This is an optimization exercise on Yosys and OpenROAD, whose aim is small area, a short achievable clock period and few clock cycles, not a production implementation.
At most, simulation tests tie the RTL to the original design; equivalence was not proved.

## run C
// a2_add_b2
module a2_add_b2(
	input 				clk 	,
	input 				rst_n	,
	input 		[7:0]	a		,
	input 		[7:0]	b		,
	input 				i_vld	,
	output				o_vld	,
	output		[7:0]	sqrt	,
	output		[15:0]  remain
);
==> module a2_add_b2, before the edit <==
module a2_add_b2(
	input 				clk 	,
	input 				rst_n	,
	input 		[7:0]	a		,
	input 		[7:0]	b		,
	input 				i_vld	,
	output				o_vld	,
	output		[7:0]	sqrt	,
	output		[15:0]  remain
);
	localparam CUT = 8;
	wire signed [7:0] sa = a;
	wire signed [7:0] sb = b;
	wire [15:0] s_in = sa*sa + sb*sb;
	wire [7:0] q_mid;
	wire [9:0] r_mid;
	wire [15:0] s_mid;
	sqrt #(.FIRST(0), .LAST(CUT)) u_front (
		.s(s_in), .q_in(8'd0), .r_in(10'd0), .q_out(q_mid), .r_out(r_mid));
	reg [7:0] q_r;
	reg [9:0] r_r;
	reg [15:0] s_r;
	reg vld_r;
	always @(posedge clk) begin
		q_r <= q_mid;
		r_r <= r_mid;
		s_r <= s_in;
	end
	always @(posedge clk or negedge rst_n) begin
		if (~rst_n) vld_r <= 1'b0;
		else        vld_r <= i_vld;
	end
	wire [7:0] q_end;
	wire [9:0] r_end;
	sqrt #(.FIRST(CUT), .LAST(8)) u_back (
		.s(s_r), .q_in(q_r), .r_in(r_r), .q_out(q_end), .r_out(r_end));
	assign o_vld  = vld_r;
	assign sqrt   = q_end;
	assign remain = {7'd0, r_end[8:0]};
endmodule
clock: 6.5 ns
lec_check: 0
cap_margin: 20
core_margin: 2
core_utilization: 40
place_density: 0.6
slew_margin: 20
run.sh (not shown) runs the stock make flow with config.mk's settings and CLKGATE_MAP_FILE= SYNTH_SCRIPT=/design/flow/synth_recipe.tcl, a recipe that flattens the netlist after the stock synthesis.
Final checks on run C, whose flow otherwise completed, came back failing, citing negative setup slack.
--- input diff run C..run B ---
-- flow/design.v --
<<< run C, line 37
	output		[15:0]  remain
);
	localparam CUT = 8;
	wire signed [7:0] sa = a;
	wire signed [7:0] sb = b;
>>> run B, line 37
	output		[15:0]  remain
);
	localparam CUT = 0;
	wire signed [7:0] sa = a;
	wire signed [7:0] sb = b;
Results
Diff run C -> run B | wire length | decrease of about 1.8%. Cell total after placement across run C and run B: no real change. Ran to the end and failed final checks on negative setup slack: run C. Nothing crashed in run B and all stages finished; the problem is that the final layout failed, the offending checks being negative setup slack. Run B against run C: flip-flop and latch count after synthesis -1; fraction of layout cells with a size suffix above 1 fell 4.0 points; setup slack at placement grew by 4200 ps. Total of endpoints with negative setup slack in the final report: lower on run B. Diff run C -> run B: utilization saw a decrease, met1 track demand over resource now larger.
Function was not checked in any run of this note: the RTL went through the layout flow alone.

========
a2_add_b2, a different RTL version from the one above (not shown whole).
For scale: about 990 cells after synthesis, roughly 18 flip-flops, roughly 44 I/O pins, about 0.0050 mm^2 of cells after synthesis.
==> module a2_add_b2, before the edit <==
module a2_add_b2(
	input 				clk 	,
	input 				rst_n	,
	input 		[7:0]	a		,
	input 		[7:0]	b		,
	input 				i_vld	,
	output				o_vld	,
	output		[7:0]	sqrt	,
	output		[15:0]  remain
);
	wire [15:0] s_in;
	sumsq u_sumsq (.a(a), .b(b), .s(s_in));
	wire [3:0] q4;
	wire [4:0] r4;
	sqtab u_tab (.h(s_in[15:8]), .q(q4), .r(r4));
	reg vld_r;
	reg [3:0] q_r;
	reg [4:0] r_r;
	reg [7:0] s_r;
	always @(posedge clk) begin
		q_r <= q4;
		r_r <= r4;
		s_r <= s_in[7:0];
	end
	always @(posedge clk or negedge rst_n) begin
		if (~rst_n) vld_r <= 1'b0;
		else        vld_r <= i_vld;
	end
	wire [3:0] p4 = q_r;
	wire [4:0] t4 = r_r;
	wire [4:0] p5;
	wire [5:0] t5;
	sq2 #(.J(4)) u_t4 (.q(p4), .r(t4), .s2(s_r[7:6]), .qn(p5), .rn(t5));
	wire [5:0] p6;
	wire [6:0] t6;
	sq2 #(.J(5)) u_t5 (.q(p5), .r(t5), .s2(s_r[5:4]), .qn(p6), .rn(t6));
	wire [6:0] p7;
	wire [7:0] t7;
	sq2 #(.J(6)) u_t6 (.q(p6), .r(t6), .s2(s_r[3:2]), .qn(p7), .rn(t7));
	wire [7:0] p8;
	wire [8:0] t8;
	sq2 #(.J(7)) u_t7 (.q(p7), .r(t7), .s2(s_r[1:0]), .qn(p8), .rn(t8));
	assign o_vld  = vld_r;
	assign sqrt   = p8;
	assign remain = {7'd0, t8[8:0]};
endmodule
==> flow/config.mk <==
export PLATFORM = sky130hd
export DESIGN_NAME = a2_add_b2
export DESIGN_NICKNAME = a2_add_b2
export VERILOG_FILES = /design/flow/design.v
export SDC_FILE = /design/flow/constraint.sdc
export NUM_CORES = 4
export LEC_CHECK = 0
export ABC_AREA = 1
export CAP_MARGIN = 20
export CORE_MARGIN = 2
export CORE_UTILIZATION = 40
export PLACE_DENSITY = 0.6
export SLEW_MARGIN = 20
==> flow/constraint.sdc <==
create_clock -name core_clock -period 6.5 [get_ports {clk}]
set_input_delay 1.3000 -clock core_clock [delete_from_list [all_inputs] [get_ports {clk}]]
set_output_delay 1.3000 -clock core_clock [all_outputs]
set_load 0.01 [all_outputs]
standard.sh (not shown) runs the stock make flow with config.mk's settings and CLKGATE_MAP_FILE= SYNTH_SCRIPT=/design/flow/synth_recipe.tcl, a recipe that flattens the netlist after the stock synthesis.
==> flow/flow/run.sh <==
#!/bin/bash
# The standard layout flow (standard.sh), with two changes:
#  - synthesis leaves adders as plain gates for ABC instead of mapping them
#    to the library's full- and half-adder cells (ADDER_MAP_FILE empty);
#  - the port buffers that placement inserts on every input and output are
#    sky130_fd_sc_hd__buf_2 cells.
# Registers, constraints and every other step are the standard ones.
set -o pipefail
bash standard.sh ADDER_MAP_FILE= "BUFFER_PORTS_ARGS=-buffer_cell sky130_fd_sc_hd__buf_2" finish > standard.log 2>&1
Testbench counts at the start, summed over its fixed seeds: cycles 4,096.
Then changed:
--- a/flow/design.v
+++ b/flow/design.v
@@ -345,28 +345,28 @@
 	wire [15:0] s_in;
 	sumsq u_sumsq (.a(a), .b(b), .s(s_in));
 	wire [3:0] q4;
 	wire [4:0] r4;
 	sqtab u_tab (.h(s_in[15:8]), .q(q4), .r(r4));
+	wire [4:0] q5;
+	wire [5:0] r5;
+	sq2 #(.J(4)) u_s4 (.q(q4), .r(r4), .s2(s_in[7:6]), .qn(q5), .rn(r5));
 	reg vld_r;
-	reg [3:0] q_r;
-	reg [4:0] r_r;
-	reg [7:0] s_r;
+	reg [4:0] q_r;
+	reg [5:0] r_r;
+	reg [5:0] s_r;
 	always @(posedge clk) begin
-		q_r <= q4;
-		r_r <= r4;
-		s_r <= s_in[7:0];
+		q_r <= q5;
+		r_r <= r5;
+		s_r <= s_in[5:0];
 	end
 	always @(posedge clk or negedge rst_n) begin
 		if (~rst_n) vld_r <= 1'b0;
 		else        vld_r <= i_vld;
 	end
-	wire [3:0] p4 = q_r;
-	wire [4:0] t4 = r_r;
-	wire [4:0] p5;
-	wire [5:0] t5;
-	sq2 #(.J(4)) u_t4 (.q(p4), .r(t4), .s2(s_r[7:6]), .qn(p5), .rn(t5));
+	wire [4:0] p5 = q_r;
+	wire [5:0] t5 = r_r;
 	wire [5:0] p6;
 	wire [6:0] t6;
 	sq2 #(.J(5)) u_t5 (.q(p5), .r(t5), .s2(s_r[5:4]), .qn(p6), .rn(t6));
 	wire [6:0] p7;
 	wire [7:0] t7;
What happened:
- The changed run completed with no timing, DRC or antenna violations
- final cell count decreases by 3.4%
- non-clock buffer count is unchanged
- synthesized area decreases by 0.88%
- fmax increases by 1.4%
- clock-buffer cell count is unchanged
- wire length decreases by 7.2%
- die area decreases by 0.85%
- final area decreases by 2.1%
- sequential cell count does not change
- via count decreases by 4.7%
- global-route usage decreases by 1.3 points

static timing again, ports no longer ideal:
The flow's constraints put no driver on any port. The routed layouts listed below were extracted and timed again, unchanged, in two steps. Step 1 sets driving cells, clkbuf_16 on the clock port and buf_2 on the other inputs (assumed; they add their load-dependent delay and slew). Step 2 moves the port delays by t, midway between the first and last clock arrival at a register: inputs arrive t later, outputs are due t later. That takes back most of the time a late clock gives input paths. a / b / c = ideal ports / drivers / drivers and shift; a / b = the first two.
run | shift t [ns] | setup WS [ns] | hold slack, ns | slew at the worst register clock pin (ns) | cell pins on the clock port's net
run C | 0.286 | -8.074 / -8.074 / -8.360 | 1.184 / 1.173 / 1.459 | 0.06 / 0.06 | 1
run B | 0.293 | -4.300 / -4.338 / -4.045 | 1.180 / 1.170 / 1.463 | 0.06 / 0.06 | 1
the first run of note 2 | 0.286 | 0.709 / 0.675 / 0.961 | 0.806 / 0.793 / 1.079 | 0.06 / 0.06 | 1
the second run of note 2 | 0.280 | 0.788 / 0.756 / 1.036 | 0.814 / 0.806 / 1.085 | 0.05 / 0.05 | 1
The setup slack of run C, which loses most, moves by 0.000 ns with the drivers and by -0.286 ns with both steps.
